This is an optimization exercise on Yosys and OpenROAD, whose aim is small area, a short achievable clock period and few clock cycles, not a production implementation. The RTL was checked by simulation tests, not by an equivalence proof against the original design. Power figures rest on the tool's default switching activity, not on a simulated workload.

==> design.v <==
module bmul16(a, b, s, c);
	input [15:0] a, b;
	output [31:0] s, c;
	wire one0 = b[0] ^ 1'b0;
	wire two0 = (b[1] & ~b[0] & ~1'b0) | (~b[1] & b[0] & 1'b0);
	wire neg0 = b[1];
	wire pp0_0 = ((one0 & a[0]) | (two0 & 1'b0)) ^ neg0;
	wire pp0_1 = ((one0 & a[1]) | (two0 & a[0])) ^ neg0;
	wire pp0_2 = ((one0 & a[2]) | (two0 & a[1])) ^ neg0;
	wire pp0_3 = ((one0 & a[3]) | (two0 & a[2])) ^ neg0;
	wire pp0_4 = ((one0 & a[4]) | (two0 & a[3])) ^ neg0;
	wire pp0_5 = ((one0 & a[5]) | (two0 & a[4])) ^ neg0;
	wire pp0_6 = ((one0 & a[6]) | (two0 & a[5])) ^ neg0;
	wire pp0_7 = ((one0 & a[7]) | (two0 & a[6])) ^ neg0;
	wire pp0_8 = ((one0 & a[8]) | (two0 & a[7])) ^ neg0;
	wire pp0_9 = ((one0 & a[9]) | (two0 & a[8])) ^ neg0;
	wire pp0_10 = ((one0 & a[10]) | (two0 & a[9])) ^ neg0;
	wire pp0_11 = ((one0 & a[11]) | (two0 & a[10])) ^ neg0;
	wire pp0_12 = ((one0 & a[12]) | (two0 & a[11])) ^ neg0;
	wire pp0_13 = ((one0 & a[13]) | (two0 & a[12])) ^ neg0;
	wire pp0_14 = ((one0 & a[14]) | (two0 & a[13])) ^ neg0;
	wire pp0_15 = ((one0 & a[15]) | (two0 & a[14])) ^ neg0;
	wire pp0_16 = ((one0 & a[15]) | (two0 & a[15])) ^ neg0;
	wire ne0 = ~pp0_16;
	wire one1 = b[2] ^ b[1];
	wire two1 = (b[3] & ~b[2] & ~b[1]) | (~b[3] & b[2] & b[1]);
	wire neg1 = b[3];
	wire pp1_0 = ((one1 & a[0]) | (two1 & 1'b0)) ^ neg1;
	wire pp1_1 = ((one1 & a[1]) | (two1 & a[0])) ^ neg1;
	wire pp1_2 = ((one1 & a[2]) | (two1 & a[1])) ^ neg1;
	wire pp1_3 = ((one1 & a[3]) | (two1 & a[2])) ^ neg1;
	wire pp1_4 = ((one1 & a[4]) | (two1 & a[3])) ^ neg1;
	wire pp1_5 = ((one1 & a[5]) | (two1 & a[4])) ^ neg1;
	wire pp1_6 = ((one1 & a[6]) | (two1 & a[5])) ^ neg1;
	wire pp1_7 = ((one1 & a[7]) | (two1 & a[6])) ^ neg1;
	wire pp1_8 = ((one1 & a[8]) | (two1 & a[7])) ^ neg1;
	wire pp1_9 = ((one1 & a[9]) | (two1 & a[8])) ^ neg1;
	wire pp1_10 = ((one1 & a[10]) | (two1 & a[9])) ^ neg1;
	wire pp1_11 = ((one1 & a[11]) | (two1 & a[10])) ^ neg1;
	wire pp1_12 = ((one1 & a[12]) | (two1 & a[11])) ^ neg1;
	wire pp1_13 = ((one1 & a[13]) | (two1 & a[12])) ^ neg1;
	wire pp1_14 = ((one1 & a[14]) | (two1 & a[13])) ^ neg1;
	wire pp1_15 = ((one1 & a[15]) | (two1 & a[14])) ^ neg1;
	wire pp1_16 = ((one1 & a[15]) | (two1 & a[15])) ^ neg1;
	wire ne1 = ~pp1_16;
	wire one2 = b[4] ^ b[3];
	wire two2 = (b[5] & ~b[4] & ~b[3]) | (~b[5] & b[4] & b[3]);
	wire neg2 = b[5];
	wire pp2_0 = ((one2 & a[0]) | (two2 & 1'b0)) ^ neg2;
	wire pp2_1 = ((one2 & a[1]) | (two2 & a[0])) ^ neg2;
	wire pp2_2 = ((one2 & a[2]) | (two2 & a[1])) ^ neg2;
	wire pp2_3 = ((one2 & a[3]) | (two2 & a[2])) ^ neg2;
	wire pp2_4 = ((one2 & a[4]) | (two2 & a[3])) ^ neg2;
	wire pp2_5 = ((one2 & a[5]) | (two2 & a[4])) ^ neg2;
	wire pp2_6 = ((one2 & a[6]) | (two2 & a[5])) ^ neg2;
	wire pp2_7 = ((one2 & a[7]) | (two2 & a[6])) ^ neg2;
	wire pp2_8 = ((one2 & a[8]) | (two2 & a[7])) ^ neg2;
	wire pp2_9 = ((one2 & a[9]) | (two2 & a[8])) ^ neg2;
	wire pp2_10 = ((one2 & a[10]) | (two2 & a[9])) ^ neg2;
	wire pp2_11 = ((one2 & a[11]) | (two2 & a[10])) ^ neg2;
	wire pp2_12 = ((one2 & a[12]) | (two2 & a[11])) ^ neg2;
	wire pp2_13 = ((one2 & a[13]) | (two2 & a[12])) ^ neg2;
	wire pp2_14 = ((one2 & a[14]) | (two2 & a[13])) ^ neg2;
	wire pp2_15 = ((one2 & a[15]) | (two2 & a[14])) ^ neg2;
	wire pp2_16 = ((one2 & a[15]) | (two2 & a[15])) ^ neg2;
	wire ne2 = ~pp2_16;
	wire one3 = b[6] ^ b[5];
	wire two3 = (b[7] & ~b[6] & ~b[5]) | (~b[7] & b[6] & b[5]);
	wire neg3 = b[7];
	wire pp3_0 = ((one3 & a[0]) | (two3 & 1'b0)) ^ neg3;
	wire pp3_1 = ((one3 & a[1]) | (two3 & a[0])) ^ neg3;
	wire pp3_2 = ((one3 & a[2]) | (two3 & a[1])) ^ neg3;
	wire pp3_3 = ((one3 & a[3]) | (two3 & a[2])) ^ neg3;
	wire pp3_4 = ((one3 & a[4]) | (two3 & a[3])) ^ neg3;
	wire pp3_5 = ((one3 & a[5]) | (two3 & a[4])) ^ neg3;
	wire pp3_6 = ((one3 & a[6]) | (two3 & a[5])) ^ neg3;
	wire pp3_7 = ((one3 & a[7]) | (two3 & a[6])) ^ neg3;
	wire pp3_8 = ((one3 & a[8]) | (two3 & a[7])) ^ neg3;
	wire pp3_9 = ((one3 & a[9]) | (two3 & a[8])) ^ neg3;
	wire pp3_10 = ((one3 & a[10]) | (two3 & a[9])) ^ neg3;
	wire pp3_11 = ((one3 & a[11]) | (two3 & a[10])) ^ neg3;
	wire pp3_12 = ((one3 & a[12]) | (two3 & a[11])) ^ neg3;
	wire pp3_13 = ((one3 & a[13]) | (two3 & a[12])) ^ neg3;
	wire pp3_14 = ((one3 & a[14]) | (two3 & a[13])) ^ neg3;
	wire pp3_15 = ((one3 & a[15]) | (two3 & a[14])) ^ neg3;
	wire pp3_16 = ((one3 & a[15]) | (two3 & a[15])) ^ neg3;
	wire ne3 = ~pp3_16;
	wire one4 = b[8] ^ b[7];
	wire two4 = (b[9] & ~b[8] & ~b[7]) | (~b[9] & b[8] & b[7]);
	wire neg4 = b[9];
	wire pp4_0 = ((one4 & a[0]) | (two4 & 1'b0)) ^ neg4;
	wire pp4_1 = ((one4 & a[1]) | (two4 & a[0])) ^ neg4;
	wire pp4_2 = ((one4 & a[2]) | (two4 & a[1])) ^ neg4;
	wire pp4_3 = ((one4 & a[3]) | (two4 & a[2])) ^ neg4;
	wire pp4_4 = ((one4 & a[4]) | (two4 & a[3])) ^ neg4;
	wire pp4_5 = ((one4 & a[5]) | (two4 & a[4])) ^ neg4;
	wire pp4_6 = ((one4 & a[6]) | (two4 & a[5])) ^ neg4;
	wire pp4_7 = ((one4 & a[7]) | (two4 & a[6])) ^ neg4;
	wire pp4_8 = ((one4 & a[8]) | (two4 & a[7])) ^ neg4;
	wire pp4_9 = ((one4 & a[9]) | (two4 & a[8])) ^ neg4;
	wire pp4_10 = ((one4 & a[10]) | (two4 & a[9])) ^ neg4;
	wire pp4_11 = ((one4 & a[11]) | (two4 & a[10])) ^ neg4;
	wire pp4_12 = ((one4 & a[12]) | (two4 & a[11])) ^ neg4;
	wire pp4_13 = ((one4 & a[13]) | (two4 & a[12])) ^ neg4;
	wire pp4_14 = ((one4 & a[14]) | (two4 & a[13])) ^ neg4;
	wire pp4_15 = ((one4 & a[15]) | (two4 & a[14])) ^ neg4;
	wire pp4_16 = ((one4 & a[15]) | (two4 & a[15])) ^ neg4;
	wire ne4 = ~pp4_16;
	wire one5 = b[10] ^ b[9];
	wire two5 = (b[11] & ~b[10] & ~b[9]) | (~b[11] & b[10] & b[9]);
	wire neg5 = b[11];
	wire pp5_0 = ((one5 & a[0]) | (two5 & 1'b0)) ^ neg5;
	wire pp5_1 = ((one5 & a[1]) | (two5 & a[0])) ^ neg5;
	wire pp5_2 = ((one5 & a[2]) | (two5 & a[1])) ^ neg5;
	wire pp5_3 = ((one5 & a[3]) | (two5 & a[2])) ^ neg5;
	wire pp5_4 = ((one5 & a[4]) | (two5 & a[3])) ^ neg5;
	wire pp5_5 = ((one5 & a[5]) | (two5 & a[4])) ^ neg5;
	wire pp5_6 = ((one5 & a[6]) | (two5 & a[5])) ^ neg5;
	wire pp5_7 = ((one5 & a[7]) | (two5 & a[6])) ^ neg5;
	wire pp5_8 = ((one5 & a[8]) | (two5 & a[7])) ^ neg5;
	wire pp5_9 = ((one5 & a[9]) | (two5 & a[8])) ^ neg5;
	wire pp5_10 = ((one5 & a[10]) | (two5 & a[9])) ^ neg5;
	wire pp5_11 = ((one5 & a[11]) | (two5 & a[10])) ^ neg5;
	wire pp5_12 = ((one5 & a[12]) | (two5 & a[11])) ^ neg5;
	wire pp5_13 = ((one5 & a[13]) | (two5 & a[12])) ^ neg5;
	wire pp5_14 = ((one5 & a[14]) | (two5 & a[13])) ^ neg5;
	wire pp5_15 = ((one5 & a[15]) | (two5 & a[14])) ^ neg5;
	wire pp5_16 = ((one5 & a[15]) | (two5 & a[15])) ^ neg5;
	wire ne5 = ~pp5_16;
	wire one6 = b[12] ^ b[11];
	wire two6 = (b[13] & ~b[12] & ~b[11]) | (~b[13] & b[12] & b[11]);
	wire neg6 = b[13];
	wire pp6_0 = ((one6 & a[0]) | (two6 & 1'b0)) ^ neg6;
	wire pp6_1 = ((one6 & a[1]) | (two6 & a[0])) ^ neg6;
	wire pp6_2 = ((one6 & a[2]) | (two6 & a[1])) ^ neg6;
	wire pp6_3 = ((one6 & a[3]) | (two6 & a[2])) ^ neg6;
	wire pp6_4 = ((one6 & a[4]) | (two6 & a[3])) ^ neg6;
	wire pp6_5 = ((one6 & a[5]) | (two6 & a[4])) ^ neg6;
	wire pp6_6 = ((one6 & a[6]) | (two6 & a[5])) ^ neg6;
	wire pp6_7 = ((one6 & a[7]) | (two6 & a[6])) ^ neg6;
	wire pp6_8 = ((one6 & a[8]) | (two6 & a[7])) ^ neg6;
	wire pp6_9 = ((one6 & a[9]) | (two6 & a[8])) ^ neg6;
	wire pp6_10 = ((one6 & a[10]) | (two6 & a[9])) ^ neg6;
	wire pp6_11 = ((one6 & a[11]) | (two6 & a[10])) ^ neg6;
	wire pp6_12 = ((one6 & a[12]) | (two6 & a[11])) ^ neg6;
	wire pp6_13 = ((one6 & a[13]) | (two6 & a[12])) ^ neg6;
	wire pp6_14 = ((one6 & a[14]) | (two6 & a[13])) ^ neg6;
	wire pp6_15 = ((one6 & a[15]) | (two6 & a[14])) ^ neg6;
	wire pp6_16 = ((one6 & a[15]) | (two6 & a[15])) ^ neg6;
	wire ne6 = ~pp6_16;
	wire one7 = b[14] ^ b[13];
	wire two7 = (b[15] & ~b[14] & ~b[13]) | (~b[15] & b[14] & b[13]);
	wire neg7 = b[15];
	wire pp7_0 = ((one7 & a[0]) | (two7 & 1'b0)) ^ neg7;
	wire pp7_1 = ((one7 & a[1]) | (two7 & a[0])) ^ neg7;
	wire pp7_2 = ((one7 & a[2]) | (two7 & a[1])) ^ neg7;
	wire pp7_3 = ((one7 & a[3]) | (two7 & a[2])) ^ neg7;
	wire pp7_4 = ((one7 & a[4]) | (two7 & a[3])) ^ neg7;
	wire pp7_5 = ((one7 & a[5]) | (two7 & a[4])) ^ neg7;
	wire pp7_6 = ((one7 & a[6]) | (two7 & a[5])) ^ neg7;
	wire pp7_7 = ((one7 & a[7]) | (two7 & a[6])) ^ neg7;
	wire pp7_8 = ((one7 & a[8]) | (two7 & a[7])) ^ neg7;
	wire pp7_9 = ((one7 & a[9]) | (two7 & a[8])) ^ neg7;
	wire pp7_10 = ((one7 & a[10]) | (two7 & a[9])) ^ neg7;
	wire pp7_11 = ((one7 & a[11]) | (two7 & a[10])) ^ neg7;
	wire pp7_12 = ((one7 & a[12]) | (two7 & a[11])) ^ neg7;
	wire pp7_13 = ((one7 & a[13]) | (two7 & a[12])) ^ neg7;
	wire pp7_14 = ((one7 & a[14]) | (two7 & a[13])) ^ neg7;
	wire pp7_15 = ((one7 & a[15]) | (two7 & a[14])) ^ neg7;
	wire pp7_16 = ((one7 & a[15]) | (two7 & a[15])) ^ neg7;
	wire ne7 = ~pp7_16;
	wire s1 = pp0_10 ^ pp1_8;
	wire c2 = pp0_10 & pp1_8;
	wire s3 = pp0_11 ^ pp1_9;
	wire c4 = pp0_11 & pp1_9;
	wire s5 = pp0_12 ^ pp1_10 ^ pp2_8;
	wire c6 = (pp0_12 & pp1_10) | (pp0_12 & pp2_8) | (pp1_10 & pp2_8);
	wire s7 = pp3_6 ^ pp4_4;
	wire c8 = pp3_6 & pp4_4;
	wire s9 = pp0_13 ^ pp1_11 ^ pp2_9;
	wire c10 = (pp0_13 & pp1_11) | (pp0_13 & pp2_9) | (pp1_11 & pp2_9);
	wire s11 = pp3_7 ^ pp4_5;
	wire c12 = pp3_7 & pp4_5;
	wire s13 = pp0_14 ^ pp1_12 ^ pp2_10;
	wire c14 = (pp0_14 & pp1_12) | (pp0_14 & pp2_10) | (pp1_12 & pp2_10);
	wire s15 = pp3_8 ^ pp4_6 ^ pp5_4;
	wire c16 = (pp3_8 & pp4_6) | (pp3_8 & pp5_4) | (pp4_6 & pp5_4);
	wire s17 = pp6_2 ^ pp7_0;
	wire c18 = pp6_2 & pp7_0;
	wire s19 = pp0_15 ^ pp1_13 ^ pp2_11;
	wire c20 = (pp0_15 & pp1_13) | (pp0_15 & pp2_11) | (pp1_13 & pp2_11);
	wire s21 = pp3_9 ^ pp4_7 ^ pp5_5;
	wire c22 = (pp3_9 & pp4_7) | (pp3_9 & pp5_5) | (pp4_7 & pp5_5);
	wire s23 = pp6_3 ^ pp7_1;
	wire c24 = pp6_3 & pp7_1;
	wire s25 = ne0 ^ pp1_14 ^ pp2_12;
	wire c26 = (ne0 & pp1_14) | (ne0 & pp2_12) | (pp1_14 & pp2_12);
	wire s27 = pp3_10 ^ pp4_8 ^ pp5_6;
	wire c28 = (pp3_10 & pp4_8) | (pp3_10 & pp5_6) | (pp4_8 & pp5_6);
	wire s29 = pp6_4 ^ pp7_2 ^ 1'b1;
	wire c30 = (pp6_4 & pp7_2) | (pp6_4 & 1'b1) | (pp7_2 & 1'b1);
	wire s31 = pp1_15 ^ pp2_13 ^ pp3_11;
	wire c32 = (pp1_15 & pp2_13) | (pp1_15 & pp3_11) | (pp2_13 & pp3_11);
	wire s33 = pp4_9 ^ pp5_7 ^ pp6_5;
	wire c34 = (pp4_9 & pp5_7) | (pp4_9 & pp6_5) | (pp5_7 & pp6_5);
	wire s35 = pp7_3 ^ 1'b1;
	wire c36 = pp7_3 & 1'b1;
	wire s37 = ne1 ^ pp2_14 ^ pp3_12;
	wire c38 = (ne1 & pp2_14) | (ne1 & pp3_12) | (pp2_14 & pp3_12);
	wire s39 = pp4_10 ^ pp5_8 ^ pp6_6;
	wire c40 = (pp4_10 & pp5_8) | (pp4_10 & pp6_6) | (pp5_8 & pp6_6);
	wire s41 = pp2_15 ^ pp3_13 ^ pp4_11;
	wire c42 = (pp2_15 & pp3_13) | (pp2_15 & pp4_11) | (pp3_13 & pp4_11);
	wire s43 = pp5_9 ^ pp6_7;
	wire c44 = pp5_9 & pp6_7;
	wire s45 = ne2 ^ pp3_14 ^ pp4_12;
	wire c46 = (ne2 & pp3_14) | (ne2 & pp4_12) | (pp3_14 & pp4_12);
	wire s47 = pp3_15 ^ pp4_13;
	wire c48 = pp3_15 & pp4_13;
	wire s49 = pp0_6 ^ pp1_4;
	wire c50 = pp0_6 & pp1_4;
	wire s51 = pp0_7 ^ pp1_5;
	wire c52 = pp0_7 & pp1_5;
	wire s53 = pp0_8 ^ pp1_6 ^ pp2_4;
	wire c54 = (pp0_8 & pp1_6) | (pp0_8 & pp2_4) | (pp1_6 & pp2_4);
	wire s55 = pp3_2 ^ pp4_0;
	wire c56 = pp3_2 & pp4_0;
	wire s57 = pp0_9 ^ pp1_7 ^ pp2_5;
	wire c58 = (pp0_9 & pp1_7) | (pp0_9 & pp2_5) | (pp1_7 & pp2_5);
	wire s59 = pp3_3 ^ pp4_1;
	wire c60 = pp3_3 & pp4_1;
	wire s61 = s1 ^ pp2_6 ^ pp3_4;
	wire c62 = (s1 & pp2_6) | (s1 & pp3_4) | (pp2_6 & pp3_4);
	wire s63 = pp4_2 ^ pp5_0 ^ neg5;
	wire c64 = (pp4_2 & pp5_0) | (pp4_2 & neg5) | (pp5_0 & neg5);
	wire s65 = c2 ^ s3 ^ pp2_7;
	wire c66 = (c2 & s3) | (c2 & pp2_7) | (s3 & pp2_7);
	wire s67 = pp3_5 ^ pp4_3 ^ pp5_1;
	wire c68 = (pp3_5 & pp4_3) | (pp3_5 & pp5_1) | (pp4_3 & pp5_1);
	wire s69 = c4 ^ s5 ^ s7;
	wire c70 = (c4 & s5) | (c4 & s7) | (s5 & s7);
	wire s71 = pp5_2 ^ pp6_0 ^ neg6;
	wire c72 = (pp5_2 & pp6_0) | (pp5_2 & neg6) | (pp6_0 & neg6);
	wire s73 = c6 ^ c8 ^ s9;
	wire c74 = (c6 & c8) | (c6 & s9) | (c8 & s9);
	wire s75 = s11 ^ pp5_3 ^ pp6_1;
	wire c76 = (s11 & pp5_3) | (s11 & pp6_1) | (pp5_3 & pp6_1);
	wire s77 = c10 ^ c12 ^ s13;
	wire c78 = (c10 & c12) | (c10 & s13) | (c12 & s13);
	wire s79 = s15 ^ s17 ^ neg7;
	wire c80 = (s15 & s17) | (s15 & neg7) | (s17 & neg7);
	wire s81 = c14 ^ c16 ^ c18;
	wire c82 = (c14 & c16) | (c14 & c18) | (c16 & c18);
	wire s83 = s19 ^ s21 ^ s23;
	wire c84 = (s19 & s21) | (s19 & s23) | (s21 & s23);
	wire s85 = c20 ^ c22 ^ c24;
	wire c86 = (c20 & c22) | (c20 & c24) | (c22 & c24);
	wire s87 = s25 ^ s27 ^ s29;
	wire c88 = (s25 & s27) | (s25 & s29) | (s27 & s29);
	wire s89 = c26 ^ c28 ^ c30;
	wire c90 = (c26 & c28) | (c26 & c30) | (c28 & c30);
	wire s91 = s31 ^ s33 ^ s35;
	wire c92 = (s31 & s33) | (s31 & s35) | (s33 & s35);
	wire s93 = c32 ^ c34 ^ c36;
	wire c94 = (c32 & c34) | (c32 & c36) | (c34 & c36);
	wire s95 = s37 ^ s39 ^ pp7_4;
	wire c96 = (s37 & s39) | (s37 & pp7_4) | (s39 & pp7_4);
	wire s97 = c38 ^ c40 ^ s41;
	wire c98 = (c38 & c40) | (c38 & s41) | (c40 & s41);
	wire s99 = s43 ^ pp7_5 ^ 1'b1;
	wire c100 = (s43 & pp7_5) | (s43 & 1'b1) | (pp7_5 & 1'b1);
	wire s101 = c42 ^ c44 ^ s45;
	wire c102 = (c42 & c44) | (c42 & s45) | (c44 & s45);
	wire s103 = pp5_10 ^ pp6_8 ^ pp7_6;
	wire c104 = (pp5_10 & pp6_8) | (pp5_10 & pp7_6) | (pp6_8 & pp7_6);
	wire s105 = c46 ^ s47 ^ pp5_11;
	wire c106 = (c46 & s47) | (c46 & pp5_11) | (s47 & pp5_11);
	wire s107 = pp6_9 ^ pp7_7 ^ 1'b1;
	wire c108 = (pp6_9 & pp7_7) | (pp6_9 & 1'b1) | (pp7_7 & 1'b1);
	wire s109 = c48 ^ ne3 ^ pp4_14;
	wire c110 = (c48 & ne3) | (c48 & pp4_14) | (ne3 & pp4_14);
	wire s111 = pp5_12 ^ pp6_10 ^ pp7_8;
	wire c112 = (pp5_12 & pp6_10) | (pp5_12 & pp7_8) | (pp6_10 & pp7_8);
	wire s113 = pp4_15 ^ pp5_13 ^ pp6_11;
	wire c114 = (pp4_15 & pp5_13) | (pp4_15 & pp6_11) | (pp5_13 & pp6_11);
	wire s115 = pp7_9 ^ 1'b1;
	wire c116 = pp7_9 & 1'b1;
	wire s117 = ne4 ^ pp5_14 ^ pp6_12;
	wire c118 = (ne4 & pp5_14) | (ne4 & pp6_12) | (pp5_14 & pp6_12);
	wire s119 = pp5_15 ^ pp6_13;
	wire c120 = pp5_15 & pp6_13;
	wire s121 = pp0_4 ^ pp1_2;
	wire c122 = pp0_4 & pp1_2;
	wire s123 = pp0_5 ^ pp1_3;
	wire c124 = pp0_5 & pp1_3;
	wire s125 = s49 ^ pp2_2 ^ pp3_0;
	wire c126 = (s49 & pp2_2) | (s49 & pp3_0) | (pp2_2 & pp3_0);
	wire s127 = c50 ^ s51 ^ pp2_3;
	wire c128 = (c50 & s51) | (c50 & pp2_3) | (s51 & pp2_3);
	wire s129 = c52 ^ s53 ^ s55;
	wire c130 = (c52 & s53) | (c52 & s55) | (s53 & s55);
	wire s131 = c54 ^ c56 ^ s57;
	wire c132 = (c54 & c56) | (c54 & s57) | (c56 & s57);
	wire s133 = c58 ^ c60 ^ s61;
	wire c134 = (c58 & c60) | (c58 & s61) | (c60 & s61);
	wire s135 = c62 ^ c64 ^ s65;
	wire c136 = (c62 & c64) | (c62 & s65) | (c64 & s65);
	wire s137 = c66 ^ c68 ^ s69;
	wire c138 = (c66 & c68) | (c66 & s69) | (c68 & s69);
	wire s139 = c70 ^ c72 ^ s73;
	wire c140 = (c70 & c72) | (c70 & s73) | (c72 & s73);
	wire s141 = c74 ^ c76 ^ s77;
	wire c142 = (c74 & c76) | (c74 & s77) | (c76 & s77);
	wire s143 = c78 ^ c80 ^ s81;
	wire c144 = (c78 & c80) | (c78 & s81) | (c80 & s81);
	wire s145 = c82 ^ c84 ^ s85;
	wire c146 = (c82 & c84) | (c82 & s85) | (c84 & s85);
	wire s147 = c86 ^ c88 ^ s89;
	wire c148 = (c86 & c88) | (c86 & s89) | (c88 & s89);
	wire s149 = c90 ^ c92 ^ s93;
	wire c150 = (c90 & c92) | (c90 & s93) | (c92 & s93);
	wire s151 = c94 ^ c96 ^ s97;
	wire c152 = (c94 & c96) | (c94 & s97) | (c96 & s97);
	wire s153 = c98 ^ c100 ^ s101;
	wire c154 = (c98 & c100) | (c98 & s101) | (c100 & s101);
	wire s155 = c102 ^ c104 ^ s105;
	wire c156 = (c102 & c104) | (c102 & s105) | (c104 & s105);
	wire s157 = c106 ^ c108 ^ s109;
	wire c158 = (c106 & c108) | (c106 & s109) | (c108 & s109);
	wire s159 = c110 ^ c112 ^ s113;
	wire c160 = (c110 & c112) | (c110 & s113) | (c112 & s113);
	wire s161 = c114 ^ c116 ^ s117;
	wire c162 = (c114 & c116) | (c114 & s117) | (c116 & s117);
	wire s163 = c118 ^ s119 ^ pp7_11;
	wire c164 = (c118 & s119) | (c118 & pp7_11) | (s119 & pp7_11);
	wire s165 = c120 ^ ne5 ^ pp6_14;
	wire c166 = (c120 & ne5) | (c120 & pp6_14) | (ne5 & pp6_14);
	wire s167 = pp6_15 ^ pp7_13;
	wire c168 = pp6_15 & pp7_13;
	wire s169 = pp0_2 ^ pp1_0;
	wire c170 = pp0_2 & pp1_0;
	wire s171 = pp0_3 ^ pp1_1;
	wire c172 = pp0_3 & pp1_1;
	wire s173 = s121 ^ pp2_0 ^ neg2;
	wire c174 = (s121 & pp2_0) | (s121 & neg2) | (pp2_0 & neg2);
	wire s175 = c122 ^ s123 ^ pp2_1;
	wire c176 = (c122 & s123) | (c122 & pp2_1) | (s123 & pp2_1);
	wire s177 = c124 ^ s125 ^ neg3;
	wire c178 = (c124 & s125) | (c124 & neg3) | (s125 & neg3);
	wire s179 = c126 ^ s127 ^ pp3_1;
	wire c180 = (c126 & s127) | (c126 & pp3_1) | (s127 & pp3_1);
	wire s181 = c128 ^ s129 ^ neg4;
	wire c182 = (c128 & s129) | (c128 & neg4) | (s129 & neg4);
	wire s183 = c130 ^ s131 ^ s59;
	wire c184 = (c130 & s131) | (c130 & s59) | (s131 & s59);
	wire s185 = c132 ^ s133 ^ s63;
	wire c186 = (c132 & s133) | (c132 & s63) | (s133 & s63);
	wire s187 = c134 ^ s135 ^ s67;
	wire c188 = (c134 & s135) | (c134 & s67) | (s135 & s67);
	wire s189 = c136 ^ s137 ^ s71;
	wire c190 = (c136 & s137) | (c136 & s71) | (s137 & s71);
	wire s191 = c138 ^ s139 ^ s75;
	wire c192 = (c138 & s139) | (c138 & s75) | (s139 & s75);
	wire s193 = c140 ^ s141 ^ s79;
	wire c194 = (c140 & s141) | (c140 & s79) | (s141 & s79);
	wire s195 = c142 ^ s143 ^ s83;
	wire c196 = (c142 & s143) | (c142 & s83) | (s143 & s83);
	wire s197 = c144 ^ s145 ^ s87;
	wire c198 = (c144 & s145) | (c144 & s87) | (s145 & s87);
	wire s199 = c146 ^ s147 ^ s91;
	wire c200 = (c146 & s147) | (c146 & s91) | (s147 & s91);
	wire s201 = c148 ^ s149 ^ s95;
	wire c202 = (c148 & s149) | (c148 & s95) | (s149 & s95);
	wire s203 = c150 ^ s151 ^ s99;
	wire c204 = (c150 & s151) | (c150 & s99) | (s151 & s99);
	wire s205 = c152 ^ s153 ^ s103;
	wire c206 = (c152 & s153) | (c152 & s103) | (s153 & s103);
	wire s207 = c154 ^ s155 ^ s107;
	wire c208 = (c154 & s155) | (c154 & s107) | (s155 & s107);
	wire s209 = c156 ^ s157 ^ s111;
	wire c210 = (c156 & s157) | (c156 & s111) | (s157 & s111);
	wire s211 = c158 ^ s159 ^ s115;
	wire c212 = (c158 & s159) | (c158 & s115) | (s159 & s115);
	wire s213 = c160 ^ s161 ^ pp7_10;
	wire c214 = (c160 & s161) | (c160 & pp7_10) | (s161 & pp7_10);
	wire s215 = c162 ^ s163 ^ 1'b1;
	wire c216 = (c162 & s163) | (c162 & 1'b1) | (s163 & 1'b1);
	wire s217 = c164 ^ s165 ^ pp7_12;
	wire c218 = (c164 & s165) | (c164 & pp7_12) | (s165 & pp7_12);
	wire s219 = c166 ^ s167 ^ 1'b1;
	wire c220 = (c166 & s167) | (c166 & 1'b1) | (s167 & 1'b1);
	wire s221 = c168 ^ ne6 ^ pp7_14;
	wire c222 = (c168 & ne6) | (c168 & pp7_14) | (ne6 & pp7_14);
	wire s223 = pp7_15 ^ 1'b1;
	wire c224 = pp7_15 & 1'b1;
	assign s = {1'b1, c224, c222, c220, c218, c216, c214, c212, c210, c208, c206, c204, c202, c200, c198, c196, c194, c192, c190, c188, c186, c184, c182, c180, c178, c176, c174, c172, c170, s169, pp0_1, pp0_0};
	assign c = {1'b0, ne7, s223, s221, s219, s217, s215, s213, s211, s209, s207, s205, s203, s201, s199, s197, s195, s193, s191, s189, s187, s185, s183, s181, s179, s177, s175, s173, s171, neg1, 1'b0, neg0};
endmodule
`timescale 1ns / 1ps
module levinson_top(clock, reset, start, done,
	scratch_mem_read_addr, scratch_mem_in,
	scratch_mem_write_addr, scratch_mem_out, scratch_mem_write_en);
	input clock, reset, start;
	output done;
	output [11:0] scratch_mem_read_addr;
	input [31:0] scratch_mem_in;
	output [11:0] scratch_mem_write_addr;
	output [31:0] scratch_mem_out;
	output scratch_mem_write_en;
	localparam [31:0] MAX32 = 32'h7fff_ffff;
	localparam [31:0] MIN32 = 32'h8000_0000;
	localparam [2:0] T_NONE = 3'd0, T_KK = 3'd1, T_AL = 3'd2, T_I1 = 3'd3,
	                 T_I2 = 3'd4, T_FI = 3'd5, T_U = 3'd6, T_S = 3'd7;
	localparam [2:0] C_NONE = 3'd0, C_AL = 3'd2, C_I1 = 3'd3, C_I2 = 3'd4,
	                 C_FI = 3'd5, C_NXT = 3'd6;
	localparam [1:0] M_IDLE = 2'd0, M_RUN = 2'd1, M_RST = 2'd2;
	function [31:0] sadd;    
		input [31:0] a, b;
		reg [31:0] s;
		begin
			s = a + b;
			if (a[31] == b[31] && s[31] != a[31])
				sadd = a[31] ? MIN32 : MAX32;
			else
				sadd = s;
		end
	endfunction
	function [31:0] fmt;     
		input [31:0] x;
		fmt = {x[31:16], 1'b0, x[15:1]};
	endfunction
	function [31:0] comp;    
		input [31:0] x;
		comp = {x[31:16], x[14:0], 1'b0};
	endfunction
	function [4:0] nrm;      
		input [31:0] x;
		reg [31:0] v;
		reg [15:0] a1;  reg [15:0] c1;         
		reg [7:0] a2;   reg [15:0] c2;         
		reg [3:0] a3;   reg [11:0] c3;         
		reg [1:0] a4;   reg [7:0] c4;          
		integer i;
		begin
			v = {x[31:1] ^ x[30:0], 1'b1};
			for (i = 0; i < 16; i = i + 1) begin
				a1[i] = v[2*i+1] | v[2*i];
				c1[i] = ~v[2*i+1];
			end
			for (i = 0; i < 8; i = i + 1) begin
				a2[i] = a1[2*i+1] | a1[2*i];
				c2[2*i +: 2] = a1[2*i+1] ? {1'b0, c1[2*i+1]} : {1'b1, c1[2*i]};
			end
			for (i = 0; i < 4; i = i + 1) begin
				a3[i] = a2[2*i+1] | a2[2*i];
				c3[3*i +: 3] = a2[2*i+1] ? {1'b0, c2[4*i+2 +: 2]} : {1'b1, c2[4*i +: 2]};
			end
			for (i = 0; i < 2; i = i + 1) begin
				a4[i] = a3[2*i+1] | a3[2*i];
				c4[4*i +: 4] = a3[2*i+1] ? {1'b0, c3[6*i+3 +: 3]} : {1'b1, c3[6*i +: 3]};
			end
			nrm = a4[1] ? {1'b0, c4[7:4]} : {1'b1, c4[3:0]};
			if (x == 32'd0) nrm = 5'd0;
		end
	endfunction
	function [4:0] shl4s;    
		input [31:0] x;
		begin
			if (x[31] != x[30]) shl4s = 5'b00001;
			else if (x[31] != x[29]) shl4s = 5'b00010;
			else if (x[31] != x[28]) shl4s = 5'b00100;
			else if (x[31] != x[27]) shl4s = 5'b01000;
			else shl4s = 5'b10000;
		end
	endfunction
	function [11:0] bufa;    
		input b;
		input [3:0] idx;
		bufa = {4'h1, b ? 4'h5 : 4'h3, idx};
	endfunction
	reg [1:0] mode;
	reg p0, p1, p2;
	reg ma_lo, mb_lo, t_lm, a_ld, sh_k, ng_s;
	reg [4:0] amtk;           
	reg t0pos;                
	reg pro;                  
	reg [3:0] it;             
	reg lit;                  
	reg [2:0] jat, jbt, jct;
	reg [3:0] jak, jbk, jck, jrk;
	reg ja_l, jb_l, jc_l;     
	reg r_u, r_s, r_s0, r_sl, r_al, r_i2, r_fi;
	reg [2:0] ch;             
	reg [2:0] chw;            
	reg [3:0] nu, ns;         
	reg [3:0] ul, sl;         
	reg [3:0] du;             
	reg sfirst;
	reg uf1, uf2, uf3, sf1, sf2;
	reg young;                
	reg f1, f2, f3, f4;       
	reg t1, t2;               
	reg unst;
	reg [3:0] dcnt;           
	reg [15:0] rem;
	reg [5:0] ec;             
	wire [5:0] ecn = ec + 6'd1;
	reg e6, e7, e10, e13, e16, e39, ew1, ew2;
	reg [3:0] rcn;            
	reg [3:0] wm;
	reg [4:0] s4;
	reg sa_acc, sa_sum, sa_sh4, sb_ad, sb_acc, sb_mi;
	reg [31:0] X, Y, H, AD, acc, sum, K, alp, inv, MI;
	reg [31:0] ms, mc, T;
	reg [4:0] ex;
	reg [11:0] ra, wa;
	reg [31:0] wd;
	reg we, done_r;
	assign scratch_mem_read_addr = ra;
	assign scratch_mem_write_addr = wa;
	assign scratch_mem_out = wd;
	assign scratch_mem_write_en = we;
	assign done = done_r;
	wire [15:0] ma = ma_lo ? X[15:0] : X[31:16];
	wire [15:0] mb = mb_lo ? Y[15:0] : Y[31:16];
	wire [31:0] mps, mpc;
	bmul16 i_mul(.a(ma), .b(mb), .s(mps), .c(mpc));
	wire [31:0] P = ms + mc;
	wire p_big = (P == 32'h4000_0000);
	wire p_small = (P[31:3] == 29'd0) && (P[2:0] != 3'd0);
	wire [15:0] mq = p_small ? P[15:0] : (p_big ? 16'h7fff : P[30:15]);
	wire [31:0] t_next = t_lm ? (p_big ? MAX32 : {P[30:0], 1'b0}) : {{15{mq[15]}}, mq, 1'b0};
	wire [31:0] acc_next = a_ld ? T : sadd(acc, T);
	wire [4:0] lz = nrm(acc);
	wire [4:0] lzk = nrm(K);
	wire [31:0] sh_out = (sh_k ? K : acc) << (sh_k ? amtk : lz);
	wire [31:0] shl2_acc = (acc[31] != acc[30]) ? acc :
	                       ((acc[31] != acc[29]) ? {acc[30:0], 1'b0} : {acc[29:0], 2'b0});
	wire [31:0] ng_in = ng_s ? sum : acc;
	wire [31:0] ng_raw = ~ng_in + 32'd1;
	wire [31:0] ng_out = (ng_in == MIN32) ? MAX32 : ng_raw;
	wire [1:0] s2 = (acc[31] != acc[30]) ? 2'd0 : ((acc[31] != acc[29]) ? 2'd1 : 2'd2);
	wire [31:0] neg_shl2 = (shl2_acc == MIN32) ? MAX32 :
	                       ((s2 == 2'd0) ? ng_raw : ((s2 == 2'd1) ? {ng_raw[30:0], 1'b0} : {ng_raw[29:0], 2'b0}));
	wire [31:0] sh4 = ({32{s4[0]}} & sum) | ({32{s4[1]}} & {sum[30:0], 1'b0}) |
	                  ({32{s4[2]}} & {sum[29:0], 2'b0}) | ({32{s4[3]}} & {sum[28:0], 3'b0}) |
	                  ({32{s4[4]}} & {sum[27:0], 4'b0});
	wire [31:0] oa = ({32{sa_acc}} & acc) | ({32{sa_sum}} & sum) | ({32{sa_sh4}} & sh4);
	wire [31:0] ob = ({32{sb_ad}} & comp(AD)) | ({32{sb_acc}} & acc) | ({32{sb_mi}} & comp(MI));
	wire [31:0] o_raw = oa + ob;
	wire o_ovf = (oa[31] == ob[31]) && (o_raw[31] != oa[31]);
	wire [31:0] o_sum = o_ovf ? (oa[31] ? MIN32 : MAX32) : o_raw;
	wire [16:0] rnd_y = (sum[31] == sum[30]) ? sum[30:14] : sum[31:15];    
	wire [15:0] rnd_hi = (rnd_y[16:1] == 16'h7fff && rnd_y[0]) ? 16'h7fff : rnd_y[16:1] + {15'd0, rnd_y[0]};
	wire [31:0] kk_post = {1'b0, ~(acc[31] ? ng_out[30:0] : acc[30:0])};    
	wire [31:0] i1_post = (acc == MIN32) ? 32'hffff_ffff :
	                      (acc[31] ? MAX32 : {1'b0, ~acc[30:0]});           
	wire u_avail = (ul != 4'd0);
	wire s_avail = (sl != 4'd0);
	wire [1:0] recent = {1'b0, uf1} + {1'b0, uf2} + {1'b0, uf3};
	wire s_ready = s_avail && (sfirst ? !young : (du >= {2'b0, recent}));
	wire fin_ok = !s_avail && !sf1 && !sf2;
	reg [2:0] dt;
	reg [3:0] dk;
	always @(*) begin
		dt = T_NONE;
		dk = 4'd0;
		if (ch == C_NXT) begin
			if (chw == 3'd0)
				dt = (it == 4'd9) ? T_U : T_KK;
		end else if (ch != C_NONE && chw == 3'd0 && (ch != C_FI || fin_ok)) begin
			dt = ch;
		end else if (u_avail && du < 4'd3) begin
			dt = T_U; dk = nu;
		end else if (s_ready) begin
			dt = T_S; dk = ns;
		end else if (u_avail) begin
			dt = T_U; dk = nu;
		end
	end
	wire signed [15:0] kh = K[31:16];
	wire k_unst = (kh > 16'sd32750) || (kh < -16'sd32750);
	wire [15:0] den = alp[31:16];
	wire [16:0] s1t = {rem, 1'b0} - {1'b0, den};
	wire [15:0] s1r = s1t[16] ? {rem[14:0], 1'b0} : s1t[15:0];
	wire [16:0] s2t = {s1r, 1'b0} - {1'b0, den};
	wire [15:0] s2r = s2t[16] ? {s1r[14:0], 1'b0} : s2t[15:0];
	wire [3:0] um = it - 4'd1 - jck;    
	wire [3:0] rm = it - 4'd1 - jrk;    
	wire run = (mode == M_RUN);
	wire rst_m = (mode == M_RST);
	wire w_u = run & p2 & r_u & ~lit;                    
	wire w_f3 = run & p2 & f3;                           
	wire w_f4 = run & p0 & f4;                           
	wire w_lw = run & lit & ((p1 & ew1) | (p2 & ew2));   
	wire w_mi = (run & p0 & lit & (e10 | e13)) | (rst_m & rcn >= 4'd3);
	wire w_4k = (run & p0 & lit & e16) | (rst_m & rcn == 4'd0);
	always @(posedge clock)
		wd <= ({32{w_u}} & fmt(o_sum)) | ({32{w_f3}} & fmt({{4{K[31]}}, K[31:4]})) |
		      ({32{w_f4}} & {{16{K[31]}}, K[31:16]}) | ({32{w_lw}} & {{16{inv[15]}}, inv[15:0]}) |
		      ({32{w_mi}} & MI) | {19'd0, w_4k, 12'd0};
	wire s_os = run & ((p2 & r_s) | (p0 & t1) | (p2 & r_u & lit));
	wire s_ab = run & p1 & t2;
	wire s_10 = run & p2 & lit & e6;
	wire s_0 = run & p1 & pro;
	always @(posedge clock)
		if (s_os | s_ab | s_10 | s_0)
			sum <= ({32{s_os}} & o_sum) | ({32{s_ab}} & fmt(sum[31] ? ng_out : sum)) |
			       ({32{s_10}} & {{4{K[31]}}, K[31:5], 1'b0});
	wire k_fi = run & p2 & r_fi;
	wire k_f2 = run & p1 & f2;
	always @(posedge clock)
		if (k_fi | k_f2)
			K <= ({32{k_fi}} & (t0pos ? neg_shl2 : shl2_acc)) | ({32{k_f2}} & sh_out);
	wire ld = run & p2;
	wire x_k = (jbt == T_KK) | (jbt == T_U);
	wire x_a = (jbt == T_AL) | (jbt == T_I1);
	wire x_i = (jbt == T_I2);
	wire x_s = (jbt == T_FI);
	wire x_h = (jbt == T_S);
	wire y_k = (jbt == T_KK);
	wire y_kk = (jbt == T_AL);
	wire y_i = (jbt == T_I1) | (jbt == T_I2) | ((jbt == T_FI) & ~r_i2);
	wire y_a = (jbt == T_FI) & r_i2;
	wire y_m = (jbt == T_U) | (jbt == T_S);
	always @(posedge clock)
		if (ld & (jbt != T_NONE)) begin
			X <= ({32{x_k}} & fmt(K)) | ({32{x_a}} & alp) | ({32{x_i}} & fmt(i1_post)) |
			     ({32{x_s}} & sum) | ({32{x_h}} & H);
			Y <= ({32{y_k}} & fmt(K)) | ({32{y_kk}} & fmt(kk_post)) | ({32{y_i}} & inv) |
			     ({32{y_a}} & fmt(acc)) | ({32{y_m}} & MI);
		end
	always @(posedge clock) begin
		ms <= mps;
		mc <= mpc;
		T <= t_next;
		acc <= acc_next;
		MI <= scratch_mem_in;
		AD <= MI;                 
		we <= 1'b0;
		done_r <= 1'b0;
		wa <= bufa(it[0], rm);
		ra <= bufa(~it[0], um);
		rem <= (dcnt == 4'd8) ? s1r : s2r;
		if (dcnt != 4'd0) begin
			dcnt <= dcnt - 4'd1;
			if (dcnt == 4'd8) begin
				inv <= {15'd0, ~s1t[16], 16'd0};
			end else begin
				inv[31:16] <= {inv[29:16], ~s1t[16], ~s2t[16]};
			end
		end
		case (mode)
		M_IDLE: begin
			ra <= start ? 12'd273 : 12'd272;    
			mode <= start ? M_RUN : M_IDLE;
			pro <= start;
			p0 <= 1'b0; p1 <= 1'b1; p2 <= 1'b0;
			ma_lo <= 1'b0; mb_lo <= 1'b1; t_lm <= 1'b1; a_ld <= 1'b0;
			sh_k <= 1'b1; ng_s <= 1'b1;
			it <= 4'd0;
			lit <= 1'b0;
			ch <= C_I1;
			chw <= 3'd1;
			nu <= 4'd0; ns <= 4'd0; ul <= 4'd0; sl <= 4'd0; du <= 4'd0;
			sfirst <= 1'b1;
			uf1 <= 1'b0; uf2 <= 1'b0; uf3 <= 1'b0; sf1 <= 1'b0; sf2 <= 1'b0;
			young <= 1'b0;
			jat <= T_NONE; jbt <= T_NONE; jct <= T_NONE;
			r_u <= 1'b0; r_s <= 1'b0; r_s0 <= 1'b0; r_sl <= 1'b0;
			r_al <= 1'b0; r_i2 <= 1'b0; r_fi <= 1'b0;
			f1 <= 1'b0; f2 <= 1'b0; f3 <= 1'b0; f4 <= 1'b0;
			t1 <= 1'b0; t2 <= 1'b0;
			ec <= 6'd0;
			e6 <= 1'b0; e7 <= 1'b0; e10 <= 1'b0; e13 <= 1'b0; e16 <= 1'b0; e39 <= 1'b0;
			ew1 <= 1'b0; ew2 <= 1'b0;
			sa_acc <= 1'b0; sa_sum <= 1'b0; sa_sh4 <= 1'b0;
			sb_ad <= 1'b0; sb_acc <= 1'b0; sb_mi <= 1'b0;
		end
		M_RST: begin
			rcn <= rcn + 4'd1;
			if (rcn < 4'd10) ra <= 12'd321 + {8'd0, rcn};
			else ra <= 12'd358 + {8'd0, rcn};      
			if (rcn == 4'd0) begin
				we <= 1'b1; wa <= 12'd784;
			end else if (rcn >= 4'd3 && rcn <= 4'd12) begin
				we <= 1'b1; wa <= 12'd782 + {8'd0, rcn};
			end else if (rcn >= 4'd13) begin
				we <= 1'b1; wa <= 12'd339 + {8'd0, rcn};
			end
			if (rcn == 4'd14) done_r <= 1'b1;
			if (rcn == 4'd15) begin
				mode <= M_IDLE;
				ra <= 12'd272;
			end
		end
		default: begin    
			p0 <= p2; p1 <= p0; p2 <= p1;
			ma_lo <= ~(p0 | p2); a_ld <= p1 & ~p0;
			mb_lo <= ~(p1 | p2); t_lm <= p0 & ~p2; sh_k <= p0 & ~p1;
			ng_s <= p0 | (p1 & p2);
			if (lit) ec <= ecn;
			e6 <= lit && ecn == 6'd6;
			e7 <= lit && ecn == 6'd7;
			e10 <= lit && ecn == 6'd10;
			e13 <= lit && ecn == 6'd13;
			e16 <= lit && ecn == 6'd16;
			e39 <= lit && ecn == 6'd39;
			ew1 <= lit && (ecn == 6'd8 || (ecn >= 6'd14 && ecn <= 6'd38));
			ew2 <= lit && (ecn == 6'd9 || (ecn >= 6'd15 && ecn <= 6'd39));
			sa_acc <= p1 & r_u;
			sa_sum <= p1 & r_s & ~r_s0;
			sb_ad <= p1 & r_u;
			sb_acc <= p1 & r_s;
			sa_sh4 <= p2 & ~lit;
			sb_mi <= p2 & ~lit;
			if (p0) begin
				if (jat == T_S) ra <= 12'd273 + {8'd0, jak};
				if (r_sl) ra <= 12'd273 + {8'd0, it};
				if (jbt == T_S) H <= MI;
				if (f1) begin
					amtk <= (ex < lzk) ? ex : lzk;
					f1 <= 1'b0;
					f2 <= 1'b1;
				end
				if (t1) begin
					t1 <= 1'b0;
					t2 <= 1'b1;
				end
				if (f4) begin
					we <= 1'b1;
					wa <= 12'd351 + {8'd0, it};
					f4 <= 1'b0;
					if (unst) begin
						mode <= M_RST;
						rcn <= 4'd0;
						dcnt <= 4'd0;
					end
				end
				if (lit) begin
					inv[15:0] <= rnd_hi;     
					if (e7) ra <= 12'd352;
					if (e10) ra <= 12'd353;
					if (e10 || e13) begin
						we <= 1'b1;
						wa <= e10 ? 12'd368 : 12'd369;
					end
					if (e16) begin
						we <= 1'b1;
						wa <= 12'd784;
					end
				end
			end
			if (p1) begin
				if (jct == T_U) ra <= bufa(~it[0], um);
				if (t2) begin
					t0pos <= !sum[31] && (sum != 32'd0);
					t2 <= 1'b0;
				end
				if (f2) begin
					f2 <= 1'b0;
					f3 <= 1'b1;
				end
				if (lit && ew1) begin
					we <= 1'b1;
					wa <= {4'h3, 4'h1, wm};       
				end
				if (pro) begin
					s4 <= 5'b00001;
					t1 <= 1'b1;
				end
			end
			if (p2) begin
				if (jat == T_U) ra <= bufa(~it[0], jak + 4'd1);
				else if (jat == T_S) ra <= bufa(it[0], it - jak);
				if (r_u) begin
					if (lit) begin
						wm <= 4'd9 - jrk;
					end else begin
						we <= 1'b1;
						wa <= bufa(it[0], rm);
					end
				end
				if (r_s) begin
					s4 <= o_ovf ? 5'b00001 : shl4s(o_raw);
					if (r_sl) t1 <= 1'b1;
				end
				if (r_al) begin
					alp <= fmt(sh_out);
					ex <= ({1'b0, ex} + {1'b0, lz} > 6'd31) ? 5'd31 : ex + lz;
					dcnt <= 4'd8;
					rem <= 16'h3fff;
				end
				if (r_i2) inv <= fmt(acc);
				if (r_fi) begin
					f1 <= 1'b1;
				end
				if (f3) begin
					we <= 1'b1;
					wa <= bufa(it[0], it);
					unst <= (it >= 4'd2) && k_unst;
					f3 <= 1'b0;
					f4 <= 1'b1;
				end
				if (pro) begin
					pro <= 1'b0;
					alp <= MI;           
					ex <= 5'd0;
					dcnt <= 4'd8;
					rem <= 16'h3fff;
				end
				if (lit) begin
					if (e6) begin
						wm <= 4'd10;
					end
					if (ew2) begin
						we <= 1'b1;
						wa <= {4'h1, 4'h4, wm};       
					end
					if (e39) done_r <= 1'b1;
				end
				jrk <= jck;
				r_u <= (jct == T_U);
				r_s <= (jct == T_S);
				r_s0 <= (jct == T_S) && (jck == 4'd0);
				r_sl <= (jct == T_S) && jc_l;
				r_al <= (jct == T_AL);
				r_i2 <= (jct == T_I2);
				r_fi <= (jct == T_FI);
				jct <= jbt; jck <= jbk; jc_l <= jb_l;
				jbt <= jat; jbk <= jak; jb_l <= ja_l;
				jat <= dt; jak <= dk; ja_l <= (dt == T_S) && (sl == 4'd1);
				uf3 <= uf2; uf2 <= uf1; uf1 <= (dt == T_U);
				sf2 <= sf1; sf1 <= (dt == T_S);
				young <= 1'b0;
				if (ch == C_NXT) begin
					if (chw == 3'd0) begin
						it <= it + 4'd1;
						ns <= 4'd0;
						sfirst <= 1'b1;
						young <= 1'b1;
						if (it == 4'd9) begin
							lit <= 1'b1;
							nu <= 4'd1;
							ul <= 4'd8;
							sl <= 4'd0;
							du <= 4'd1;
							ch <= C_NONE;
							ec <= 6'd1;
						end else begin
							nu <= 4'd0;
							ul <= it;
							sl <= it + 4'd1;
							du <= 4'd0;
							ch <= C_AL;
							chw <= 3'd1;
						end
					end else
						chw <= chw - 3'd1;
				end else if (dt == ch && ch != C_NONE) begin
					case (ch)
					C_AL: begin ch <= C_I1; chw <= 3'd4; end
					C_I1: begin ch <= C_I2; chw <= 3'd1; end
					C_I2: begin ch <= C_FI; chw <= 3'd1; end
					default: begin ch <= C_NXT; chw <= 3'd2; end
					endcase
				end else begin
					if (chw != 3'd0) chw <= chw - 3'd1;
					if (dt == T_U) begin
						nu <= nu + 4'd1;
						ul <= ul - 4'd1;
						du <= du + 4'd1;
					end
					if (dt == T_S) begin
						ns <= ns + 4'd1;
						sl <= sl - 4'd1;
						du <= du - 4'd1;
						sfirst <= 1'b0;
					end
				end
				if (lit && e39) begin
					mode <= M_IDLE;
					ra <= 12'd272;
				end
			end
		end
		endcase
		if (reset) begin
			mode <= M_IDLE;
			ra <= 12'd272;
			we <= 1'b0;
			done_r <= 1'b0;
		end
	end
endmodule
==> flow/run.sh <==
#!/bin/bash
set -euo pipefail
bash standard.sh SETUP_SLACK_MARGIN=15 finish > standard.log 2>&1
==> standard.sh <==
#!/bin/bash
# synth_recipe.tcl (not shown) runs the flow's synth.tcl, then flattens the netlist and writes it again
# the make line also repeats each setting of config.mk as NAME=value (left out here)
make -C /OpenROAD-flow-scripts/flow DESIGN_CONFIG=/design/flow/config.mk WORK_HOME=/design/flow/orfs CLKGATE_MAP_FILE= SYNTH_SCRIPT=/design/flow/synth_recipe.tcl "${@:-finish}"
==> config.mk <==
export PLATFORM = sky130hd
export DESIGN_NAME = levinson_top
export DESIGN_NICKNAME = levinson_top
export VERILOG_FILES = /design/flow/design.v
export SDC_FILE = /design/flow/constraint.sdc
export NUM_CORES = 8
export LEC_CHECK = 0
export ABC_AREA = 1
export CAP_MARGIN = 20
export CORE_MARGIN = 2
export CORE_UTILIZATION = 45
export CTS_CLUSTER_DIAMETER = 100
export CTS_CLUSTER_SIZE = 16
export PLACE_DENSITY = 0.65
export SLEW_MARGIN = 20
==> constraint.sdc <==
create_clock -name core_clock -period 20.0 [get_ports {clock}]
set_input_delay 4.0000 -clock core_clock [delete_from_list [all_inputs] [get_ports {clock}]]
set_output_delay 4.0000 -clock core_clock [all_outputs]
set_load 0.01 [all_outputs]
==> out/summary.txt, run 1 <==
TritonCTS clock tree: done
Worst reg2reg endpoint: K[18]
Average detailed-routed wire length per instance: 31.6 um
Residual antenna-violating net count after detailed routing: 0
MaxCap Viol Count: 0
Count of buffer and inverter cells on the critical path: 1
Master of the slowest instance on the critical path: dfxtp_4
Non-Filler Cell Area, Final: 0.0531 mm^2
CTS buffer count: 50
Peak per-stage delay on the critical path: 0.41 ns
Initial DRC Count: 7800
Final Critical Period: 5.22 ns
Cell depth of the worst flop-to-flop path: 18
Origin of the critical flop-to-flop path: acc[16]
Final weighted congestion in routability-driven placement: 1.12
Overall power of the completed layout: 0.00858 W
Fin crit share: 26.1%
Type of the tightest min-delay check: flip-flop to flip-flop
Unrepaired setup endpoints after global routing: yes
Multi-input gate area: 0.0288 mm^2
Endpoint kind of the worst setup timing path: output pin
Number of enable-type register cells in the synthesized netlist: 325
Share of cells above drive strength 1: 7.93%
Post-place instance area: 0.0505 mm^2
Share of async-settable or async-resettable flops after synthesis: 0%
Register bit total from synthesis: 615
Clock transition at the registers of the reported paths: 0.09 ns
Total area of sequential cells: 0.0157 mm^2
Total routing usage reported by global routing: 45.1%
Initial antenna violation count: 36
First-pass iteration count of the detailed router: 7
Start point of the worst hold path: MI[2]
Number of hold violations in the final report: 0
First-pass GRT wire length: 350 mm
Synth-to-layout area growth: 10.4%
Post-Place Cells: 7866
Wire length reported by the detailed router: 254 mm
Critical path's top delay family: flip-flops
Standard cell core area: 0.106 mm^2
Hold Buf Count CTS: 0
Initial standard-cell utilization of the core: 45.5%
# setup viols final: 0
Flop-to-flop setup slack: 14.96 ns
Horiz. Die Dim: 331 um
Floorplan die area: 0.109 mm^2
Number of different library cells in the post-synthesis netlist: 76
Critical Path AT: 1.22 ns
Synthesized instance count: 6549
Largest net degree at the start of global routing: 71
Cells along the critical path: buf_6
Outcome: no timing/DRC/antenna violations
Via count of the first global-routing pass: 46800
Accumulated negative setup slack: 0 ns
Power density over the cells: 162 mW/mm^2
Required time reported for the critical path endpoint: 16.00 ns
Final clock skew: 0.0527 ns
Via total after detailed routing: 52000
DP HPWL: 191 mm
Total number of placement rows: 119
Mean instance size in the synthesized netlist: 7.34 um^2
Vias/cell: 6.46
Number of design rule violations left after detail routing: 0
Number of H-tree levels: 2
Cell depth of the worst min-delay path: 0
Static leakage: 23.4 nW
Overflow after GRT: 0
Top-Level Pins: 93
Kind of start point of the critical path: flip-flop
Slew HR: 10.2%
Die extent in y: 331 um
IR drop worst, VDD: 0.000125 V
Filler instances: 10600
Fin. max-slew vios: 0
Terminating pin of the worst hold path: AD[2]
Largest fanout of any net on the critical path: 1
Sinks on the clock net: 615
Net count, final: 6964
Worst-Margin Slew: 1.34 ns
Netlist area before placement: 0.0481 mm^2
Warnings, synthesis: 1
Count of placed standard cells in the final layout, fillers left out: 8038
Flip-flop cell with the highest count after synthesis: edfxtp_1
Maximum buffer depth of the clock tree: 3
WS Path Type: flip-flop to output pin
Sequential fraction of the synthesis area: 32.4%
CTS Root Cell: clkbuf_16
Buffers added on ports: 83
Highest achievable clock rate: 0.191 GHz
Later-pin clock latency in the skew report: 0.70 ns
## per-layer routing
metal  wire, um  up-vias  share of wire [%]  global-route usage (%)
met4      19500       26                7.7                    28.1
met3      35900      867                 14                    18.3
met5        255        -               0.10                   0.609
met1      97200    24800                 38                    57.7
li1           -    22500                  -                       -
met2     101000     3734                 40                    62.7
## final cells by class
| class | instances | share of cell area (%) |
|---|---|---|
| Sequential cell | 615 | 29.5 |
| Antenna cell | 27 | 0.127 |
| Clock inverter | 15 | 0.406 |
| Clock buffer | 74 | 2.53 |
| Timing Repair inverter | 5 | 0.0660 |
| Tap cell | 1391 | 3.28 |
| Timing Repair Buffer | 264 | 4.44 |
| Inverter | 746 | 5.39 |
| Multi-Input combinational cell | 4901 | 54.3 |
## report_power, final
group | internal [W] | leakage (nW) | switching [W]
combinational | 0.00177 | 17.0 | 0.00396
sequential | 0.00163 | 5.57 | 0.000175
clock | 0.000503 | 0.746 | 0.000539
total | 0.00390 | 23.4 | 0.00468
## state kept, by name, indices dropped and copies added (netlist names), 5 cells and up
signal,cells
T,32
wa,8
wd,32
MI,32
rem,16
X,32
ra,7
amtk,5
mc,30
ec,6
ex,5
K,32
inv,32
ms,31
Y,32
AD,31
H,32
sum,32
acc,32
alp,32
s4,5
## timing repair
action | in CTS | in global routing
setup endpoints to repair | 198 | 179
cloned | 7 | 2
resized for setup | 376 | 62
hold endpoints to repair | 0 | 0
pin swaps | 4 | 24
setup buffers | 16 | 29
## worst max path at each step
stage	slack [ns]	from	depth (start not counted)	end
after floorplan	15.55	sb_ad	22	sum[7]
after global placement	12.93	s4[2]	23	sum[21]
after detailed placement	12.95	s4[2]	22	sum[11]
after CTS	14.78	wd[22]	1	scratch_mem_out[22]
after global routing	14.78	wd[18]	1	scratch_mem_out[18]
final	14.78	wd[23]	1	scratch_mem_out[23]
## stage by stage
step                      hold WS, ns  worst slack, ns  utilization (%)
after detailed placement        0.363            12.95             47.8
after global routing            0.381            14.78             50.2
after global placement          0.355            12.93             47.8
after CTS                       0.361            14.78             49.7
final                           0.355            14.78             50.3
after floorplan                 0.347            15.55                -
## cell families (layout without fill, tap and decap cells)
group	after synthesis	count (layout)	synth area share [%]
simple gates	2724	2727	23.7
compound gates	1513	1513	19.3
buf+inv	1043	1104	8.54
flops	615	615	32.4
fa+ha+maj	346	346	10.5
xor+xnor	295	295	5.37
mux	11	11	0.229
other cells	2	36	0.0156
## synthesized netlist by cell type (26+ instances only)
cell / number / share of area [%]
xnor2_1: 65 / 1.2
ha_1: 253 / 6.6
nand2_1: 1494 / 12
a21oi_1: 345 / 3.6
xor2_1: 230 / 4.2
nand4_1: 55 / 0.72
a221oi_1: 63 / 1.1
a31oi_1: 40 / 0.52
dfxtp_1: 290 / 12
nand3_1: 464 / 4.8
buf_2: 43 / 0.45
o22ai_1: 244 / 3.2
o21ai_0: 386 / 4.0
inv_1: 702 / 5.5
o21ai_1: 60 / 0.62
inv_2: 26 / 0.20
o211ai_1: 105 / 1.6
clkbuf_1: 206 / 1.6
a22oi_1: 42 / 0.66
nor2_1: 545 / 4.3
fa_1: 93 / 3.9
or2_2: 27 / 0.35
o221ai_1: 80 / 1.5
nor3_1: 56 / 0.58
edfxtp_1: 325 / 20
## cells in the final DEF, fill, tap and decap left out, types with 55 or more instances in the layout
master / Yosys / routed
edfxtp_1: 325 / 325
xnor2_1: 65 / 65
ha_1: 253 / 248
nand3_1: 464 / 458
o22ai_1: 244 / 244
o211ai_1: 105 / 105
a21oi_1: 345 / 339
fa_1: 93 / 92
o221ai_1: 80 / 79
nand2_1: 1494 / 1485
xor2_1: 230 / 230
nand4_1: 55 / 55
o21ai_0: 386 / 370
buf_4: 15 / 168
a221oi_1: 63 / 62
dfxtp_1: 290 / 242
nor3_1: 56 / 56
nor2_1: 545 / 536
inv_1: 702 / 686
o21ai_1: 60 / 67
## worst register-to-register path, stage by stage (launching register included)
cell and delay [ns]:
dfxtp_1 0.35, buf_4 0.26, clkinvlp_4 0.49, ha_1 0.45, inv_1 0.08, nand3_1 0.12
nor2_1 0.13, nand2_1 0.32, nor2_4 0.28, nand3_2 0.30, nand3_4 0.37, nand2_4 0.31
nor2_1 0.29, nand2_1 0.12, a21oi_2 0.30, nand2_1 0.30, nand2_1 0.19, nand3_1 0.17
nand2_1 0.11
Testbench counts, summed over its fixed seeds: cycles 1,370,400.
==> run 2, diff against run 1 <==
--- a/design.v
+++ b/design.v
@@ -562,2 +562,3 @@
 	wire fin_ok = !s_avail && !sf1 && !sf2;
+	wire few_left = (ul == 4'd0 && sl <= 4'd1) || (ul == 4'd1 && sl == 4'd0);
 	reg [2:0] dt;
@@ -570,3 +571,3 @@
 				dt = (it == 4'd9) ? T_U : T_KK;
-		end else if (ch != C_NONE && chw == 3'd0 && (ch != C_FI || fin_ok)) begin
+		end else if (ch != C_NONE && chw == 3'd0 && (ch != C_FI || fin_ok) && (ch != C_I1 || few_left)) begin
 			dt = ch;
==> flow/run.sh (replaced) <==
#!/bin/bash
set -euo pipefail
bash standard.sh SETUP_SLACK_MARGIN=15.2 finish > standard.log 2>&1
--- a/config.mk
+++ b/config.mk
@@ -10,6 +10,6 @@
 export CORE_MARGIN = 2
-export CORE_UTILIZATION = 45
+export CORE_UTILIZATION = 40
 export CTS_CLUSTER_DIAMETER = 100
 export CTS_CLUSTER_SIZE = 16
-export PLACE_DENSITY = 0.65
+export PLACE_DENSITY = 0.6
 export SLEW_MARGIN = 20
==> out/summary.txt, run 2 <==
Type of the tightest min-delay check: flip-flop to flip-flop
Static leakage: 23.4 nW (+0.18%)
Synthesized instance count: 6526 (-0.35%)
Filler instances: 12300 (+17%)
Mean instance size in the synthesized netlist: 7.35 um^2 (+0.12%)
Top-Level Pins: 93 (unchanged)
Combinational fraction of design power: 66.3% (-0.5 points)
Via total after detailed routing: 51500 (-0.86%)
Kind of start point of the critical path: flip-flop
First-pass iteration count of the detailed router: 10 (+3)
Outcome: no timing/DRC/antenna violations
Pint: 0.00393 W (+0.84%)
Maximum buffer depth of the clock tree: 3 (unchanged)
First-pass GRT wire length: 348 mm (-0.59%)
# setup viols final: 0 (unchanged)
Hold Buf Count CTS: 0 (unchanged)
Final weighted congestion in routability-driven placement: 1.12 (about the same)
Largest fanout of any net on the critical path: 1 (unchanged)
Netlist area before placement: 0.0480 mm^2 (-0.23%)
Final Critical Period: 5.22 ns (-0.00280 ns)
Vias/cell: 6.24 (-3.4%)
Slew HR: 6.07% (-4.2 points)
Wire length reported by the detailed router: 253 mm (-0.64%)
Horiz. Die Dim: 350 um (+5.9%)
Initial antenna violation count: 19 (-47%)
IR drop worst, VDD: 0.000157 V (+25%)
Top area cells in the synthesized netlist: edfxtp_1 20%, dfxtp_1 12%, nand2_1 11%
Power density over the cells: 161 mW/mm^2 (-0.24%)
Overflow after GRT: 0 (unchanged)
Total routing usage reported by global routing: 39.8% (-5.3 points)
Worst-Margin Slew: 1.40 ns (+0.0618 ns)
Post-place instance area: 0.0507 mm^2 (+0.49%)
Switching power: 0.00470 W (+0.57%)
Leading post-synthesis cells by instance count: 1453 x nand2_1, 695 x inv_1, 559 x nor2_1
Standard cell core area: 0.119 mm^2 (+13%)
Synth-to-layout area growth: 11.7%
Unrepaired setup endpoints after global routing: yes
Count of placed standard cells in the final layout, fillers left out: 8253 (+2.7%)
Via count of the first global-routing pass: 46600 (-0.50%)
Peak per-stage delay on the critical path: 0.41 ns (about the same)
Average detailed-routed wire length per instance: 30.6 um (-3.2%)
Sequential fraction of design power: 21.1% (about the same)
MaxCap Viol Count: 0 (unchanged)
Later-pin clock latency in the skew report: 0.71 ns (about the same)
Required time reported for the critical path endpoint: 16.00 ns (about the same)
Master of the slowest instance on the critical path: dfxtp_4
Share of async-settable or async-resettable flops after synthesis: 0% (unchanged)
Largest net degree at the start of global routing: 69 (-2.8%)
Fin crit share: 26.1% (about the same)
Register bit total from synthesis: 615 (unchanged)
Buffers added on ports: 83 (unchanged)
Most frequent cells in the layout: 1433 x nand2_1, 682 x inv_1, 547 x nor2_1
Clk network pwr share: 12.5% (+0.4 points)
Share of the synthesized area in the top cell type: 20.3% (+0.048 points)
Cells along the critical path: buf_6
Non-Filler Cell Area, Final: 0.0536 mm^2 (+0.94%)
WS Path Type: flip-flop to output pin
Share of cells above drive strength 1: 8.43% (+0.50 points)
Fraction of power spent switching nets: 54.4% (-0.065 points)
Residual antenna-violating net count after detailed routing: 0 (unchanged)
Count of buffer and inverter cells on the critical path: 1 (unchanged)
Sequential fraction of the synthesis area: 32.4% (+0.076 points)
Warnings, synthesis: 1 (unchanged)
Number of design rule violations left after detail routing: 0 (unchanged)
Number of hold violations in the final report: 0 (unchanged)
Floorplan die area: 0.123 mm^2 (+12%)
CTS Root Cell: clkbuf_16
Initial DRC Count: 7622 (-2.3%)
Top cell type by total area after synthesis: edfxtp_1
Number of enable-type register cells in the synthesized netlist: 325 (unchanged)
Number of H-tree levels: 2 (unchanged)
Number of different library cells in the post-synthesis netlist: 67 (-12%)
Die extent in y: 350 um (+5.9%)
Total number of placement rows: 127 (+6.7%)
CTS buffer count: 51 (+2.0%)
Sinks on the clock net: 615 (unchanged)
TritonCTS clock tree: done
Accumulated negative setup slack: 0 ns (unchanged)
Overall power of the completed layout: 0.00864 W (+0.69%)
Most frequent cell after synthesis: nand2_1
Clock transition at the registers of the reported paths: 0.08 ns (about the same)
Highest achievable clock rate: 0.192 GHz (about the same)
DP HPWL: 194 mm (+1.7%)
Fin. max-slew vios: 0 (unchanged)
Flip-flop cell with the highest count after synthesis: edfxtp_1
Post-Place Cells: 8073 (+2.6%)
Leading cell type in the layout, fill and taps excluded: nand2_1
Final clock skew: 0.0452 ns (-0.00748 ns)
Initial standard-cell utilization of the core: 40.1% (-5.4 points)
Net count, final: 6963 (-0.014%)
Critical path's top delay family: flip-flops
Endpoint kind of the worst setup timing path: output pin
Critical Path AT: 1.22 ns (about the same)
==> run 2: cell count changes after synthesis, sizes merged, moves of 6 or more <==
cell / previous run / this run
nand2: 1506 / 1461
o21ai: 450 / 493
nand3: 471 / 432
nor2: 556 / 573
xor2: 230 / 241
o22ai: 244 / 234
o2111ai: 22 / 31
buf: 90 / 82
o21bai: 18 / 26
o21a: 8 / 15
a221oi: 63 / 57
==> run 2: area by class of cell <==
cell class | instances | area [um^2] | area share (%)
multi-input combinational | 4880 | 28800 | 53.8
sequential | 615 | 15700 | 29.2
inverter | 748 | 2880 | 5.38
timing repair buffer | 285 | 2480 | 4.62
tap | 1612 | 2020 | 3.77
clock buffer | 74 | 1380 | 2.58
clock inverter | 19 | 260 | 0.486
antenna | 19 | 47.5 | 0.0888
timing repair inverter | 1 | 7.51 | 0.0140
==> run 2: logic make-up (layout without fill, tap and decap cells) <==
logic type	count (synthesis)	count (layout)	share of synthesized area, %
compound gates	1561	1562	19.9
flops	615	615	32.4
xor+xnor	302	302	5.51
fa+ha+maj	346	346	10.5
simple gates	2652	2653	23.0
buf+inv	1040	1127	8.46
mux	8	8	0.167
other cells	2	28	0.0157
==> run 2: layer usage <==
layer  global-route usage (%)  part of all wire [%]  up-vias  wire [um]
met5                     1.41                  0.20        -        511
met4                     27.1                   8.1       18      20500
met3                     14.6                    13      829      32900
met2                     56.3                    40     3509     101000
met1                     50.2                    39    24600      97300
li1                         -                     -    22500          -
==> run 2: repair_timing <==
action                                  in CTS  in global routing
resized for setup                          356                100
endpoints found under the setup margin     215                216
setup buffers                               16                 46
cloned                                       2                  2
pin swaps                                    3                 24
==> run 2: worst paths after layout <==
kind	slack [ns]	startpoint	endpoint	cells after the start
worst max-delay path	14.78	wd[19]	scratch_mem_out[19]	1
worst min-delay path	0.39	MI[11]	AD[11]	0
worst max register to register	15.24	acc[1]	K[12]	17
worst min register to register	0.39	MI[11]	AD[11]	0
==> run 2: power groups by stage <==
stage,Combinational [W],Sequential [W],Clock (W)
finish,0.00573,0.00183,0.00108
global route,0.00616,0.00184,0.00113
CTS,0.00548,0.00181,0.00108
detailed placement,0.00541,0.00184,0
floorplan,0.00350,0.00179,0
global placement,0.00540,0.00184,0
==> run 2: per-stage QoR <==
step	worst slack [ns]	hold slack [ns]	util (%)
after floorplan	15.56	0.347	-
after global placement	13.42	0.379	42.4
after detailed placement	13.46	0.381	42.5
after CTS	14.78	0.390	44.2
after global routing	14.76	0.401	44.8
final	14.78	0.393	44.8
Testbench counts of run 2, summed over its fixed seeds: cycles 1,327,200.

Setup slack of run 2, layout unchanged: 14.780 ns with ideal ports, 14.702 ns with driving cells assumed (clock clkbuf_16, inputs buf_2), 14.598 ns with port delays also shifted by the 0.770 ns mid clock arrival.
